This design comes from an exercise in tuning for small area and a short achievable clock period on the open sky130 flow, not from production work.
Power figures rest on the tool's default switching activity, not on a simulated workload.

==> job 7737 <==
## alu
module alu(FPUCLK, RST, A, B, CTRL, OUT);
  input FPUCLK, RST;
  input [31:0] A, B;
  input [2:0] CTRL;
  output [31:0] OUT;
  ...
==> flow/config.mk <==
export PLATFORM = sky130hd
export DESIGN_NAME = alu
export DESIGN_NICKNAME = alu
export VERILOG_FILES = /design/flow/design.v
export SDC_FILE = /design/flow/constraint.sdc
export NUM_CORES = 4
export LEC_CHECK = 0
export CAP_MARGIN = 20
export CELL_PAD_IN_SITES_DETAIL_PLACEMENT = 1
export CORE_MARGIN = 2
export CORE_UTILIZATION = 35
export SETUP_SLACK_MARGIN = 4
export SLEW_MARGIN = 20
export TNS_END_PERCENT = 5
==> flow/constraint.sdc <==
create_clock -name core_clock -period 7.0 [get_ports {FPUCLK}]
set_input_delay 1.4000 -clock core_clock [delete_from_list [all_inputs] [get_ports {FPUCLK}]]
set_output_delay 1.4000 -clock core_clock [all_outputs]
set_load 0.01 [all_outputs]
standard.sh (not shown) runs the stock make flow with config.mk's settings and CLKGATE_MAP_FILE= SYNTH_SCRIPT=/design/flow/synth_recipe.tcl, a recipe that flattens the netlist after the stock synthesis.
==> flow/flow/run.sh <==
#!/bin/bash
set -euo pipefail
cd "$(dirname "$0")/.."
export BUFFER_PORTS_ARGS="-buffer_cell sky130_fd_sc_hd__buf_2"
export SYNTH_ARGS="-noabc"
bash standard.sh > standard_flow.log 2>&1
==> job 2769 (differences from job 7737) <==
--- a/flow/design.v
+++ b/flow/design.v
@@ -17,35 +17,34 @@
   wire sp_a = ~a_zero & b_zero;   
   wire sel_b = sp_b | (~sp_a & (dab[7] | (d_zero & f_lt)));
   wire swap = ~mul0 & sel_b;
   wire eff_sub = sa ^ sb ^ sub0;
   wire inf_s_add = a_inf ? sa : sb;
   wire [7:0] e_mul = ea + eb + 8'h81;
   wire s_mul = sa ^ sb;
-  reg [22:0] nma, nmb;      
+  reg [22:0] ma, mb;        
   reg r1_swap, r1_mul, r1_sub, r1_sa, r1_sb, r1_inf, r1_zero;
   reg [7:0] r1_d;
   reg r1_sp;
   reg [7:0] r1_ea, r1_eb;
   always @(posedge FPUCLK) begin
-    nma <= ~fa;
-    nmb <= ~fb;
+    ma <= fa;
+    mb <= fb;
     r1_swap <= swap;
     r1_mul <= mul0;
     r1_sub <= ~mul0 & eff_sub;
     r1_d <= dab;
     r1_sp <= sp_a | sp_b;
     r1_ea <= mul0 ? e_mul : ea;
     r1_eb <= eb;
     r1_sa <= mul0 ? s_mul : ((a_inf | b_inf) ? inf_s_add : sa);
     r1_sb <= (a_inf | b_inf) ? inf_s_add : (sp_b ? (sb | sub0) : (sb ^ sub0));
     r1_inf <= a_inf | b_inf;
     r1_zero <= mul0 & (a_zero | b_zero);
   end
-  wire [22:0] ma = ~nma, mb = ~nmb;
   wire [22:0] mg = mb & {23{r1_mul}};
   wire [22:0] mag = ma & {23{r1_mul}};
   wire [22:0] xa = r1_swap ? mb : ma;
   wire [22:0] xb = r1_swap ? ma : mb;
   wire [23:0] big = {1'b1, xa};
   wire neg = r1_d[7];
   wire [6:0] u = r1_d[6:0] ^ {7{neg}};
==> out/qor.yml <==
outcome:
  status: "no timing/DRC/antenna violations"
worst_setup_path:
  setup.reg_to_reg.worst_slack_ns: 3.29
  r2r-end: "r3_m[24]$_DFF_P_"
pwr:
  power_combinational_mw: 6.15
  clkPwrFrac: 0.166
  power_leakage_nw: 10.2
cells_and_area:
  inverters: 117
  fin_cells: 2811
floorplan:
  dieArea_um2: 58000
sta:
  period_share: 0.530
synthesis:
  synth_common_cells: "nor2_1, fa_1, dfxtp_1"
route:
  met3WireLength_um: 4420
[end of results for job 7737]
==> out/qor.yml <==
outcome:
  status: "no timing/DRC/antenna violations"
route:
  firstDrtPassIters: 5
  met3WireLength_um: 4850
pwr:
  power_combinational_mw: 6.42
  clkPwrFrac: 0.150
cells_and_area:
  syn_to_final_growth_pct: 16.3
  inverters: 78
  fin_cells: 2837
synthesis:
  synth_common_cells: "and3_1, fa_1, dfxtp_1"
floorplan:
  dieArea_um2: 60600
worst_setup_path:
  critPathMaxStageDelay_ns: 0.57
  setup.reg_to_reg.worst_slack_ns: 3.28
  r2r-end: "r2_m[17]$_DFF_P_"
sta:
  period_share: 0.531
[end of results for job 2769]
No functional check of the RTL was part of any run of this note.

---

==> v30 <==
alu, a different RTL version from the one above (not shown whole).
Design alu, start of the top module:
module alu(FPUCLK, RST, A, B, CTRL, OUT);
  input FPUCLK, RST;
  input [31:0] A, B;
  input [2:0] CTRL;
  output [31:0] OUT;
  ...
Settings: LEC_CHECK=0, CAP_MARGIN=20, CELL_PAD_IN_SITES_DETAIL_PLACEMENT=1, CORE_MARGIN=2, CORE_UTILIZATION=55, SETUP_SLACK_MARGIN=4, SLEW_MARGIN=20, TNS_END_PERCENT=5; clock period 7.0 ns.
==> flow/flow/run.sh <==
#!/bin/bash
set -euo pipefail
cd "$(dirname "$0")/.."
export BUFFER_PORTS_ARGS="-buffer_cell sky130_fd_sc_hd__buf_2"
bash standard.sh > standard_flow.log 2>&1
==> inputs of v25, as changes to v30 <==
--- a/flow/design.v
+++ b/flow/design.v
@@ -8,43 +8,40 @@
   wire sa = A[31], sb = B[31];
   wire [7:0] ea = A[30:23], eb = B[30:23];
   wire [22:0] fa = A[22:0], fb = B[22:0];
   wire a_inf = &ea, b_inf = &eb;
   wire a_zero = ~|A, b_zero = ~|B;
-  wire [7:0] ex = ea + (eb ^ {8{~mul0}}) + 8'd1;
-  wire [7:0] dab = ex;
-  wire neg = dab[7];
-  wire [6:0] u = dab[6:0] ^ {7{neg}};    
+  wire [7:0] dab = ea - eb;
+  wire [7:0] dba = eb - ea;
   wire d_zero = (ea == eb);
   wire f_lt = (fa < fb);
   wire sp_b = a_zero;             
   wire sp_a = ~a_zero & b_zero;   
   wire sel_b = sp_b | (~sp_a & (dab[7] | (d_zero & f_lt)));
-  wire sh_big = (|u[6:5]) | (&u[4:3]) | (neg & (u[4:0] == 5'd23)) | sp_a | sp_b;
+  wire [7:0] sh = dab[7] ? dba : dab;
+  wire sh_big = (sh > 8'd23) | sp_a | sp_b;
   wire swap = ~mul0 & sel_b;
   wire eff_sub = sa ^ sb ^ sub0;
+  wire [7:0] e_add = sel_b ? eb : ea;
+  wire s_add = sp_b ? (sb | sub0) : (sel_b ? (sb ^ sub0) : sa);
   wire inf_s_add = a_inf ? sa : sb;
-  wire [7:0] e_mul = ex ^ 8'h80;
+  wire [7:0] e_mul = ea + eb + 8'h81;
   wire s_mul = sa ^ sb;
   reg [22:0] ma, mb;        
-  reg r1_swap, r1_mul, r1_sub, r1_shbig, r1_sa, r1_sb, r1_inf, r1_zero;
+  reg r1_swap, r1_mul, r1_sub, r1_shbig, r1_s, r1_inf, r1_zero;
   reg [4:0] r1_sh;
-  reg r1_neg;
-  reg [7:0] r1_ea, r1_eb;
+  reg [7:0] r1_e;
   always @(posedge FPUCLK) begin
     ma <= fa;
     mb <= fb;
     r1_swap <= swap;
     r1_mul <= mul0;
     r1_sub <= ~mul0 & eff_sub;
     r1_shbig <= sh_big;
-    r1_sh <= u[4:0];
-    r1_neg <= neg;
-    r1_ea <= mul0 ? e_mul : ea;
-    r1_eb <= eb;
-    r1_sa <= mul0 ? s_mul : ((a_inf | b_inf) ? inf_s_add : sa);
-    r1_sb <= (a_inf | b_inf) ? inf_s_add : (sp_b ? (sb | sub0) : (sb ^ sub0));
+    r1_sh <= sh[4:0];
+    r1_e <= mul0 ? e_mul : e_add;
+    r1_s <= mul0 ? s_mul : ((a_inf | b_inf) ? inf_s_add : s_add);
     r1_inf <= a_inf | b_inf;
     r1_zero <= mul0 & (a_zero | b_zero);
   end
   wire [22:0] xa = r1_swap ? mb : ma;
   wire [22:0] xb = r1_swap ? ma : mb;
@@ -52,12 +49,11 @@
   wire [23:0] sh0 = r1_shbig ? 24'd0 : {1'b1, xb};
   wire [23:0] sh1 = r1_sh[0] ? {1'b0, sh0[23:1]} : sh0;
   wire [23:0] sh2 = r1_sh[1] ? {2'b0, sh1[23:2]} : sh1;
   wire [23:0] sh3 = r1_sh[2] ? {4'b0, sh2[23:4]} : sh2;
   wire [23:0] sh4 = r1_sh[3] ? {8'b0, sh3[23:8]} : sh3;
-  wire [23:0] sh5 = r1_sh[4] ? {16'b0, sh4[23:16]} : sh4;
-  wire [23:0] sml = r1_neg ? {1'b0, sh5[23:1]} : sh5;
+  wire [23:0] sml = r1_sh[4] ? {16'b0, sh4[23:16]} : sh4;
   wire [23:0] smx = sml ^ {24{r1_sub}};
   assign x3 = mb[0] ^ (ma[22] & mb[1]);
   assign s1 = x3 ^ (ma[21] & mb[2]);
   assign c2 = x3 ? (ma[21] & mb[2]) : mb[0];
   assign x6 = (ma[20] & mb[3]) ^ (ma[19] & mb[4]);
@@ -770,14 +766,14 @@
   reg [70:0] r2_m;
   reg [7:0] r2_e;
   reg r2_mul, r2_sub, r2_s, r2_inf, r2_zero;
   always @(posedge FPUCLK) begin
     r2_m <= {(r1_mul ? 1'b0 : smx[23]), (r1_mul ? 1'b0 : big[23]), (r1_mul & c709), (r1_mul ? ma[22] : smx[22]), (r1_mul ? mb[22] : big[22]), (r1_mul & c706), (r1_mul ? c644 : smx[21]), (r1_mul ? s708 : big[21]), (r1_mul & c703), (r1_mul ? c641 : smx[20]), (r1_mul ? s705 : big[20]), (r1_mul & c700), (r1_mul ? c635 : smx[19]), (r1_mul ? s702 : big[19]), (r1_mul & c697), (r1_mul ? c629 : smx[18]), (r1_mul ? s699 : big[18]), (r1_mul & c694), (r1_mul ? c623 : smx[17]), (r1_mul ? s696 : big[17]), (r1_mul & c691), (r1_mul ? c617 : smx[16]), (r1_mul ? s693 : big[16]), (r1_mul & c688), (r1_mul ? c611 : smx[15]), (r1_mul ? s690 : big[15]), (r1_mul & c685), (r1_mul ? c605 : smx[14]), (r1_mul ? s687 : big[14]), (r1_mul & c682), (r1_mul ? c599 : smx[13]), (r1_mul ? s684 : big[13]), (r1_mul & c679), (r1_mul ? c593 : smx[12]), (r1_mul ? s681 : big[12]), (r1_mul & c676), (r1_mul ? c587 : smx[11]), (r1_mul ? s678 : big[11]), (r1_mul & c673), (r1_mul ? c581 : smx[10]), (r1_mul ? s675 : big[10]), (r1_mul & c670), (r1_mul ? c575 : smx[9]), (r1_mul ? s672 : big[9]), (r1_mul & c667), (r1_mul ? c569 : smx[8]), (r1_mul ? s669 : big[8]), (r1_mul & c664), (r1_mul ? c563 : smx[7]), (r1_mul ? s666 : big[7]), (r1_mul & c661), (r1_mul ? c557 : smx[6]), (r1_mul ? s663 : big[6]), (r1_mul & c658), (r1_mul ? c551 : smx[5]), (r1_mul ? s660 : big[5]), (r1_mul & c655), (r1_mul ? c545 : smx[4]), (r1_mul ? s657 : big[4]), (r1_mul & c652), (r1_mul ? c539 : smx[3]), (r1_mul ? s654 : big[3]), (r1_mul & c649), (r1_mul ? c534 : smx[2]), (r1_mul ? s651 : big[2]), (r1_mul & c647), (r1_mul ? c528 : smx[1]), (r1_mul ? s648 : big[1]), (r1_mul ? ma[0] : r1_sub), (r1_mul ? (ma[1] & mb[22]) : smx[0]), (r1_mul ? s646 : big[0])};
-    r2_e <= r1_swap ? r1_eb : r1_ea;
+    r2_e <= r1_e;
     r2_mul <= r1_mul;
     r2_sub <= r1_sub;
-    r2_s <= r1_swap ? r1_sb : r1_sa;
+    r2_s <= r1_s;
     r2_inf <= r1_inf;
     r2_zero <= r1_zero;
   end
   assign s711 = r2_m[0] ^ r2_m[1];
   assign c712 = r2_m[0] & r2_m[1];
@@ -877,26 +873,21 @@
   wire [7:0] r3_e1 = r3_e + 8'd1;
   wire kill = r3_zero | m_zero;                  
   wire fixed = r3_inf | kill;                    
   wire [7:0] e_base = r3_inf ? 8'hff : kill ? 8'h00 : (r3_m[24] ? r3_e1 : r3_e);
   wire [4:0] e_dec = (fixed | r3_m[24]) ? 5'd0 : lz;
-  wire [5:0] e_lo = {1'b0, e_base[4:0]} - {1'b0, e_dec};
-  wire [2:0] e_hm1 = e_base[7:5] - 3'd1;
-  reg r4_s, r4_b, r4_fx;
-  reg [4:0] r4_lo;
-  reg [2:0] r4_hi, r4_hm1;
+  reg r4_s;
+  reg [7:0] r4_e;
+  reg [4:0] r4_d;
   reg [22:0] r4_f;
   always @(posedge FPUCLK or negedge RST) begin
     if (!RST) begin
-      r4_s <= 1'b0; r4_b <= 1'b0; r4_fx <= 1'b0; r4_lo <= 5'd0; r4_hi <= 3'd0; r4_hm1 <= 3'd0; r4_f <= 23'd0;
+      r4_s <= 1'b0; r4_e <= 8'd0; r4_d <= 5'd0; r4_f <= 23'd0;
     end else begin
       r4_s <= r3_s & (r3_inf | ~kill);
-      r4_b <= e_lo[5];
-      r4_lo <= e_lo[4:0];
-      r4_hi <= e_base[7:5];
-      r4_hm1 <= e_hm1;
-      r4_fx <= fixed;
-      r4_f <= frac;
+      r4_e <= e_base;
+      r4_d <= e_dec;
+      r4_f <= fixed ? 23'd0 : frac;
     end
   end
-  assign OUT = {r4_s, r4_b ? r4_hm1 : r4_hi, r4_lo, r4_f & {23{~r4_fx}}};
+  assign OUT = {r4_s, r4_e - {3'b0, r4_d}, r4_f};
 endmodule
- CORE_UTILIZATION: 55 -> 35
- CTS_BUF_LIST: unset -> sky130_fd_sc_hd__clkbuf_8
==> inputs of v10, as changes to v30 <==
--- a/flow/design.v
+++ b/flow/design.v
@@ -1,63 +1,56 @@
 module alu(FPUCLK, RST, A, B, CTRL, OUT);
   input FPUCLK, RST;
   input [31:0] A, B;
   input [2:0] CTRL;
-  output [31:0] OUT;
+  output reg [31:0] OUT;
   wire s1, c2, x3, s4, c5, x6, s7, c8, s9, c10, x11, s12, c13, x14, s15, c16, x17, s18, c19, s20, c21, x22, s23, c24, x25, s26, c27, x28, s29, c30, s31, c32, x33, s34, c35, x36, s37, c38, x39, s40, c41, x42, s43, c44, x45, s46, c47, x48, s49, c50, x51, s52, c53, x54, s55, c56, x57, s58, c59, x60, s61, c62, x63, s64, c65, x66, s67, c68, x69, s70, c71, s72, c73, x74, s75, c76, x77, s78, c79, x80, s81, c82, x83, s84, c85, x86, s87, c88, s89, c90, x91, s92, c93, x94, s95, c96, x97, s98, c99, x100, s101, c102, x103, s104, c105, x106, s107, c108, x109, s110, c111, x112, s113, c114, x115, s116, c117, x118, s119, c120, x121, s122, c123, x124, s125, c126, x127, s128, c129, x130, s131, c132, x133, s134, c135, x136, s137, c138, x139, s140, c141, x142, s143, c144, x145, s146, c147, x148, s149, c150, x151, s152, c153, x154, s155, c156, x157, s158, c159, x160, s161, c162, x163, s164, c165, x166, s167, c168, x169, s170, c171, x172, s173, c174, x175, s176, c177, x178, s179, c180, x181, s182, c183, x184, s185, c186, x187, s188, c189, x190, s191, c192, x193, s194, c195, x196, s197, c198, x199, s200, c201, x202, s203, c204, x205, s206, c207, x208, s209, c210, x211, s212, c213, x214, s215, c216, x217, s218, c219, x220, s221, c222, x223, s224, c225, x226, s227, c228, x229, s230, c231, s232, c233, x234, s235, c236, x237, s238, c239, x240, s241, c242, x243, s244, c245, x246, s247, c248, x249, s250, c251, x252, s253, c254, x255, s256, c257, x258, s259, c260, x261, s262, c263, x264, s265, c266, x267, s268, c269, x270, s271, c272, x273, s274, c275, x276, s277, c278, x279, s280, c281, x282, s283, c284, x285, s286, c287, x288, s289, c290, x291, s292, c293, x294, s295, c296, x297, s298, c299, x300, s301, c302, x303, s304, c305, x306, s307, c308, x309, s310, c311, x312, s313, c314, x315, s316, c317, x318, s319, c320, x321, s322, c323, x324, s325, c326, x327, s328, c329, x330, s331, c332, x333, s334, c335, x336, s337, c338, x339, s340, c341, x342, s343, c344, x345, s346, c347, x348, s349, c350, x351, s352, c353, x354, s355, c356, x357, s358, c359, x360, s361, c362, x363, s364, c365, x366, s367, c368, x369, s370, c371, x372, s373, c374, s375, c376, x377, s378, c379, x380, s381, c382, s383, c384, x385, s386, c387, x388, s389, c390, x391, s392, c393, x394, s395, c396, x397, s398, c399, x400, s401, c402, x403, s404, c405, x406, s407, c408, x409, s410, c411, x412, s413, c414, x415, s416, c417, x418, s419, c420, x421, s422, c423, x424, s425, c426, x427, s428, c429, x430, s431, c432, x433, s434, c435, x436, s437, c438, x439, s440, c441, x442, s443, c444, x445, s446, c447, x448, s449, c450, x451, s452, c453, x454, s455, c456, x457, s458, c459, x460, s461, c462, x463, s464, c465, x466, s467, c468, x469, s470, c471, x472, s473, c474, x475, s476, c477, x478, s479, c480, x481, s482, c483, x484, s485, c486, x487, s488, c489, x490, s491, c492, x493, s494, c495, x496, s497, c498, x499, s500, c501, x502, s503, c504, x505, s506, c507, x508, s509, c510, x511, s512, c513, x514, s515, c516, x517, s518, c519, x520, s521, c522, x523, s524, c525, x526, s527, c528, x529, s530, c531, x532, s533, c534, s535, c536, x537, s538, c539, x540, s541, c542, x543, s544, c545, x546, s547, c548, x549, s550, c551, x552, s553, c554, x555, s556, c557, x558, s559, c560, x561, s562, c563, x564, s565, c566, x567, s568, c569, x570, s571, c572, x573, s574, c575, x576, s577, c578, x579, s580, c581, x582, s583, c584, x585, s586, c587, x588, s589, c590, x591, s592, c593, x594, s595, c596, x597, s598, c599, x600, s601, c602, x603, s604, c605, x606, s607, c608, x609, s610, c611, x612, s613, c614, x615, s616, c617, x618, s619, c620, x621, s622, c623, x624, s625, c626, x627, s628, c629, x630, s631, c632, x633, s634, c635, x636, s637, c638, x639, s640, c641, x642, s643, c644, x645, s646, c647, s648, c649, x650, s651, c652, x653, s654, c655, x656, s657, c658, x659, s660, c661, x662, s663, c664, x665, s666, c667, x668, s669, c670, x671, s672, c673, x674, s675, c676, x677, s678, c679, x680, s681, c682, x683, s684, c685, x686, s687, c688, x689, s690, c691, x692, s693, c694, x695, s696, c697, x698, s699, c700, x701, s702, c703, x704, s705, c706, x707, s708, c709, x710, s711, c712, s713, c714, x715, s716, c717, x718, s719, c720, x721, s722, c723, x724, s725, c726, x727, s728, c729, x730, s731, c732, x733, s734, c735, x736, s737, c738, x739, s740, c741, x742, s743, c744, x745, s746, c747, x748, s749, c750, x751, s752, c753, x754, s755, c756, x757, s758, c759, x760, s761, c762, x763, s764, c765, x766, s767, c768, x769, s770, c771, x772, s773, c774, x775, s776, c777, x778, s779, c780, x781;
   wire mul0 = CTRL[1], sub0 = CTRL[0];
   wire sa = A[31], sb = B[31];
   wire [7:0] ea = A[30:23], eb = B[30:23];
   wire [22:0] fa = A[22:0], fb = B[22:0];
   wire a_inf = &ea, b_inf = &eb;
   wire a_zero = ~|A, b_zero = ~|B;
-  wire [7:0] ex = ea + (eb ^ {8{~mul0}}) + 8'd1;
-  wire [7:0] dab = ex;
-  wire neg = dab[7];
-  wire [6:0] u = dab[6:0] ^ {7{neg}};    
+  wire [7:0] dab = ea - eb;
+  wire [7:0] dba = eb - ea;
   wire d_zero = (ea == eb);
   wire f_lt = (fa < fb);
   wire sp_b = a_zero;             
   wire sp_a = ~a_zero & b_zero;   
   wire sel_b = sp_b | (~sp_a & (dab[7] | (d_zero & f_lt)));
-  wire sh_big = (|u[6:5]) | (&u[4:3]) | (neg & (u[4:0] == 5'd23)) | sp_a | sp_b;
+  wire [7:0] sh = dab[7] ? dba : dab;
+  wire sh_big = (sh > 8'd23) | sp_a | sp_b;
   wire swap = ~mul0 & sel_b;
   wire eff_sub = sa ^ sb ^ sub0;
+  wire [7:0] e_add = sel_b ? eb : ea;
+  wire s_add = sp_b ? (sb | sub0) : (sel_b ? (sb ^ sub0) : sa);
   wire inf_s_add = a_inf ? sa : sb;
-  wire [7:0] e_mul = ex ^ 8'h80;
+  wire [7:0] e_mul = ea + eb + 8'h81;
   wire s_mul = sa ^ sb;
   reg [22:0] ma, mb;        
-  reg r1_swap, r1_mul, r1_sub, r1_shbig, r1_sa, r1_sb, r1_inf, r1_zero;
+  reg r1_mul, r1_sub, r1_shbig, r1_s, r1_inf, r1_zero;
   reg [4:0] r1_sh;
-  reg r1_neg;
-  reg [7:0] r1_ea, r1_eb;
+  reg [7:0] r1_e;
   always @(posedge FPUCLK) begin
-    ma <= fa;
-    mb <= fb;
-    r1_swap <= swap;
+    ma <= swap ? fb : fa;
+    mb <= swap ? fa : fb;
     r1_mul <= mul0;
     r1_sub <= ~mul0 & eff_sub;
     r1_shbig <= sh_big;
-    r1_sh <= u[4:0];
-    r1_neg <= neg;
-    r1_ea <= mul0 ? e_mul : ea;
-    r1_eb <= eb;
-    r1_sa <= mul0 ? s_mul : ((a_inf | b_inf) ? inf_s_add : sa);
-    r1_sb <= (a_inf | b_inf) ? inf_s_add : (sp_b ? (sb | sub0) : (sb ^ sub0));
+    r1_sh <= sh[4:0];
+    r1_e <= mul0 ? e_mul : e_add;
+    r1_s <= mul0 ? s_mul : ((a_inf | b_inf) ? inf_s_add : s_add);
     r1_inf <= a_inf | b_inf;
     r1_zero <= mul0 & (a_zero | b_zero);
   end
-  wire [22:0] xa = r1_swap ? mb : ma;
-  wire [22:0] xb = r1_swap ? ma : mb;
-  wire [23:0] big = {1'b1, xa};
-  wire [23:0] sh0 = r1_shbig ? 24'd0 : {1'b1, xb};
+  wire [23:0] big = {1'b1, ma};
+  wire [23:0] sh0 = r1_shbig ? 24'd0 : {1'b1, mb};
   wire [23:0] sh1 = r1_sh[0] ? {1'b0, sh0[23:1]} : sh0;
   wire [23:0] sh2 = r1_sh[1] ? {2'b0, sh1[23:2]} : sh1;
   wire [23:0] sh3 = r1_sh[2] ? {4'b0, sh2[23:4]} : sh2;
   wire [23:0] sh4 = r1_sh[3] ? {8'b0, sh3[23:8]} : sh3;
-  wire [23:0] sh5 = r1_sh[4] ? {16'b0, sh4[23:16]} : sh4;
-  wire [23:0] sml = r1_neg ? {1'b0, sh5[23:1]} : sh5;
+  wire [23:0] sml = r1_sh[4] ? {16'b0, sh4[23:16]} : sh4;
   wire [23:0] smx = sml ^ {24{r1_sub}};
   assign x3 = mb[0] ^ (ma[22] & mb[1]);
   assign s1 = x3 ^ (ma[21] & mb[2]);
   assign c2 = x3 ? (ma[21] & mb[2]) : mb[0];
   assign x6 = (ma[20] & mb[3]) ^ (ma[19] & mb[4]);
@@ -770,14 +763,14 @@
   reg [70:0] r2_m;
   reg [7:0] r2_e;
   reg r2_mul, r2_sub, r2_s, r2_inf, r2_zero;
   always @(posedge FPUCLK) begin
     r2_m <= {(r1_mul ? 1'b0 : smx[23]), (r1_mul ? 1'b0 : big[23]), (r1_mul & c709), (r1_mul ? ma[22] : smx[22]), (r1_mul ? mb[22] : big[22]), (r1_mul & c706), (r1_mul ? c644 : smx[21]), (r1_mul ? s708 : big[21]), (r1_mul & c703), (r1_mul ? c641 : smx[20]), (r1_mul ? s705 : big[20]), (r1_mul & c700), (r1_mul ? c635 : smx[19]), (r1_mul ? s702 : big[19]), (r1_mul & c697), (r1_mul ? c629 : smx[18]), (r1_mul ? s699 : big[18]), (r1_mul & c694), (r1_mul ? c623 : smx[17]), (r1_mul ? s696 : big[17]), (r1_mul & c691), (r1_mul ? c617 : smx[16]), (r1_mul ? s693 : big[16]), (r1_mul & c688), (r1_mul ? c611 : smx[15]), (r1_mul ? s690 : big[15]), (r1_mul & c685), (r1_mul ? c605 : smx[14]), (r1_mul ? s687 : big[14]), (r1_mul & c682), (r1_mul ? c599 : smx[13]), (r1_mul ? s684 : big[13]), (r1_mul & c679), (r1_mul ? c593 : smx[12]), (r1_mul ? s681 : big[12]), (r1_mul & c676), (r1_mul ? c587 : smx[11]), (r1_mul ? s678 : big[11]), (r1_mul & c673), (r1_mul ? c581 : smx[10]), (r1_mul ? s675 : big[10]), (r1_mul & c670), (r1_mul ? c575 : smx[9]), (r1_mul ? s672 : big[9]), (r1_mul & c667), (r1_mul ? c569 : smx[8]), (r1_mul ? s669 : big[8]), (r1_mul & c664), (r1_mul ? c563 : smx[7]), (r1_mul ? s666 : big[7]), (r1_mul & c661), (r1_mul ? c557 : smx[6]), (r1_mul ? s663 : big[6]), (r1_mul & c658), (r1_mul ? c551 : smx[5]), (r1_mul ? s660 : big[5]), (r1_mul & c655), (r1_mul ? c545 : smx[4]), (r1_mul ? s657 : big[4]), (r1_mul & c652), (r1_mul ? c539 : smx[3]), (r1_mul ? s654 : big[3]), (r1_mul & c649), (r1_mul ? c534 : smx[2]), (r1_mul ? s651 : big[2]), (r1_mul & c647), (r1_mul ? c528 : smx[1]), (r1_mul ? s648 : big[1]), (r1_mul ? ma[0] : r1_sub), (r1_mul ? (ma[1] & mb[22]) : smx[0]), (r1_mul ? s646 : big[0])};
-    r2_e <= r1_swap ? r1_eb : r1_ea;
+    r2_e <= r1_e;
     r2_mul <= r1_mul;
     r2_sub <= r1_sub;
-    r2_s <= r1_swap ? r1_sb : r1_sa;
+    r2_s <= r1_s;
     r2_inf <= r1_inf;
     r2_zero <= r1_zero;
   end
   assign s711 = r2_m[0] ^ r2_m[1];
   assign c712 = r2_m[0] & r2_m[1];
@@ -872,31 +865,13 @@
       if (r3_m[i]) lz = 5'd23 - i;
   end
   wire [23:0] nsh = r3_m[23:0] << lz;
   wire m_zero = ~|r3_m;
   wire [22:0] frac = r3_m[24] ? r3_m[23:1] : nsh[22:0];
-  wire [7:0] r3_e1 = r3_e + 8'd1;
-  wire kill = r3_zero | m_zero;                  
-  wire fixed = r3_inf | kill;                    
-  wire [7:0] e_base = r3_inf ? 8'hff : kill ? 8'h00 : (r3_m[24] ? r3_e1 : r3_e);
-  wire [4:0] e_dec = (fixed | r3_m[24]) ? 5'd0 : lz;
-  wire [5:0] e_lo = {1'b0, e_base[4:0]} - {1'b0, e_dec};
-  wire [2:0] e_hm1 = e_base[7:5] - 3'd1;
-  reg r4_s, r4_b, r4_fx;
-  reg [4:0] r4_lo;
-  reg [2:0] r4_hi, r4_hm1;
-  reg [22:0] r4_f;
+  wire [7:0] e_n = r3_m[24] ? r3_e + 8'd1 : r3_e - {3'b0, lz};
+  wire [31:0] res = r3_inf ? {r3_s, 8'hff, 23'd0} :
+                    (r3_zero | m_zero) ? 32'd0 : {r3_s, e_n, frac};
   always @(posedge FPUCLK or negedge RST) begin
-    if (!RST) begin
-      r4_s <= 1'b0; r4_b <= 1'b0; r4_fx <= 1'b0; r4_lo <= 5'd0; r4_hi <= 3'd0; r4_hm1 <= 3'd0; r4_f <= 23'd0;
-    end else begin
-      r4_s <= r3_s & (r3_inf | ~kill);
-      r4_b <= e_lo[5];
-      r4_lo <= e_lo[4:0];
-      r4_hi <= e_base[7:5];
-      r4_hm1 <= e_hm1;
-      r4_fx <= fixed;
-      r4_f <= frac;
-    end
+    if (!RST) OUT <= 32'd0;
+    else OUT <= res;
   end
-  assign OUT = {r4_s, r4_b ? r4_hm1 : r4_hi, r4_lo, r4_f & {23{~r4_fx}}};
 endmodule
==> flow/run.sh (new file) <==
#!/bin/bash
# synth_recipe.tcl (not shown) runs the flow's synth.tcl, then flattens the netlist and writes it again
# the make line also repeats each setting of config.mk as NAME=value (left out here)
make -C /OpenROAD-flow-scripts/flow DESIGN_CONFIG=/design/flow/config.mk WORK_HOME=/design/flow/orfs CLKGATE_MAP_FILE= SYNTH_SCRIPT=/design/flow/synth_recipe.tcl finish
- CORE_UTILIZATION: 55 -> 35
- TNS_END_PERCENT: 5 -> unset
removed: flow/flow/run.sh
removed: flow/standard.sh
==> inputs of v18, as changes to v30 <==
--- a/flow/design.v
+++ b/flow/design.v
@@ -8,39 +8,36 @@
   wire sa = A[31], sb = B[31];
   wire [7:0] ea = A[30:23], eb = B[30:23];
   wire [22:0] fa = A[22:0], fb = B[22:0];
   wire a_inf = &ea, b_inf = &eb;
   wire a_zero = ~|A, b_zero = ~|B;
-  wire [7:0] ex = ea + (eb ^ {8{~mul0}}) + 8'd1;
-  wire [7:0] dab = ex;
-  wire neg = dab[7];
-  wire [6:0] u = dab[6:0] ^ {7{neg}};    
+  wire [7:0] dab = ea - eb;
+  wire [7:0] dba = eb - ea;
   wire d_zero = (ea == eb);
   wire f_lt = (fa < fb);
   wire sp_b = a_zero;             
   wire sp_a = ~a_zero & b_zero;   
   wire sel_b = sp_b | (~sp_a & (dab[7] | (d_zero & f_lt)));
-  wire sh_big = (|u[6:5]) | (&u[4:3]) | (neg & (u[4:0] == 5'd23)) | sp_a | sp_b;
+  wire [7:0] sh = dab[7] ? dba : dab;
+  wire sh_big = (sh > 8'd23) | sp_a | sp_b;
   wire swap = ~mul0 & sel_b;
   wire eff_sub = sa ^ sb ^ sub0;
   wire inf_s_add = a_inf ? sa : sb;
-  wire [7:0] e_mul = ex ^ 8'h80;
+  wire [7:0] e_mul = ea + eb + 8'h81;
   wire s_mul = sa ^ sb;
   reg [22:0] ma, mb;        
   reg r1_swap, r1_mul, r1_sub, r1_shbig, r1_sa, r1_sb, r1_inf, r1_zero;
   reg [4:0] r1_sh;
-  reg r1_neg;
   reg [7:0] r1_ea, r1_eb;
   always @(posedge FPUCLK) begin
     ma <= fa;
     mb <= fb;
     r1_swap <= swap;
     r1_mul <= mul0;
     r1_sub <= ~mul0 & eff_sub;
     r1_shbig <= sh_big;
-    r1_sh <= u[4:0];
-    r1_neg <= neg;
+    r1_sh <= sh[4:0];
     r1_ea <= mul0 ? e_mul : ea;
     r1_eb <= eb;
     r1_sa <= mul0 ? s_mul : ((a_inf | b_inf) ? inf_s_add : sa);
     r1_sb <= (a_inf | b_inf) ? inf_s_add : (sp_b ? (sb | sub0) : (sb ^ sub0));
     r1_inf <= a_inf | b_inf;
@@ -52,12 +49,11 @@
   wire [23:0] sh0 = r1_shbig ? 24'd0 : {1'b1, xb};
   wire [23:0] sh1 = r1_sh[0] ? {1'b0, sh0[23:1]} : sh0;
   wire [23:0] sh2 = r1_sh[1] ? {2'b0, sh1[23:2]} : sh1;
   wire [23:0] sh3 = r1_sh[2] ? {4'b0, sh2[23:4]} : sh2;
   wire [23:0] sh4 = r1_sh[3] ? {8'b0, sh3[23:8]} : sh3;
-  wire [23:0] sh5 = r1_sh[4] ? {16'b0, sh4[23:16]} : sh4;
-  wire [23:0] sml = r1_neg ? {1'b0, sh5[23:1]} : sh5;
+  wire [23:0] sml = r1_sh[4] ? {16'b0, sh4[23:16]} : sh4;
   wire [23:0] smx = sml ^ {24{r1_sub}};
   assign x3 = mb[0] ^ (ma[22] & mb[1]);
   assign s1 = x3 ^ (ma[21] & mb[2]);
   assign c2 = x3 ? (ma[21] & mb[2]) : mb[0];
   assign x6 = (ma[20] & mb[3]) ^ (ma[19] & mb[4]);
- ABC_AREA: unset -> 1
- CORE_UTILIZATION: 55 -> 35
==> summary of the runs <==
Maximum frequency: v30 is larger than v25 (about 5%).
Against v25, the worst hold slack of v18 is higher by 18 ps.
Against v25, the register-to-register slack of v18 is better by 160 ps.
First-iteration DRC count: v25 < v30 < v10 < v18.
The highest flip-flop and latch count belongs to v30, the lowest to v10.
In v25 the total power is higher than in v18, by 3.1%.
The highest area after synthesis belongs to v18, the lowest to v10.
Between v10 and v30, the lower routed wire length is in v30 (gap about 27%, measured against v30).
No functional check of the RTL was part of any run of this note.

port drivers added, routing unchanged:
No port has a modelled driver above. Below, the same layouts with a new extraction and two added sets of constraints. Step 1 assumes that a clkbuf_16 drives the clock port and a buf_2 every other input. Step 2 adds t to the input delays and takes it off the output delays; t is the mean of the earliest and latest rising clock arrival at the registers after step 1. Input paths then give back, and output paths get back, about the clock's delay inside the block. Slacks: ideal ports / drivers / drivers and shift; pairs: ideal ports / drivers.
run | t (ns) | setup slack, ns | worst setup path at the end | clock arrival spread, ns | worst data-port slew with drivers (ns)
job 7737 | 0.635 | 3.291 / 3.291 / 3.036 | input to register | 0.017 / 0.017 | 0.05
job 2769 | 0.631 | 3.283 / 3.283 / 2.974 | input to register | 0.032 / 0.032 | 0.05
v30 | 0.629 | 3.394 / 3.394 / 2.848 | input to register | 0.034 / 0.034 | 0.06
v25 | 0.638 | 3.217 / 3.154 / 2.849 | input to register | 0.033 / 0.034 | 0.09
v10 | 0.658 | 2.939 / 2.945 / 2.309 | input to register | 0.050 / 0.050 | 0.07
v18 | 0.659 | 3.541 / 3.541 / 3.093 | input to register | 0.031 / 0.031 | 0.06
After both steps setup and hold are still met in every run listed. The setup slack of v10, which loses most, moves by +0.006 ns with the drivers and by -0.630 ns with both steps.
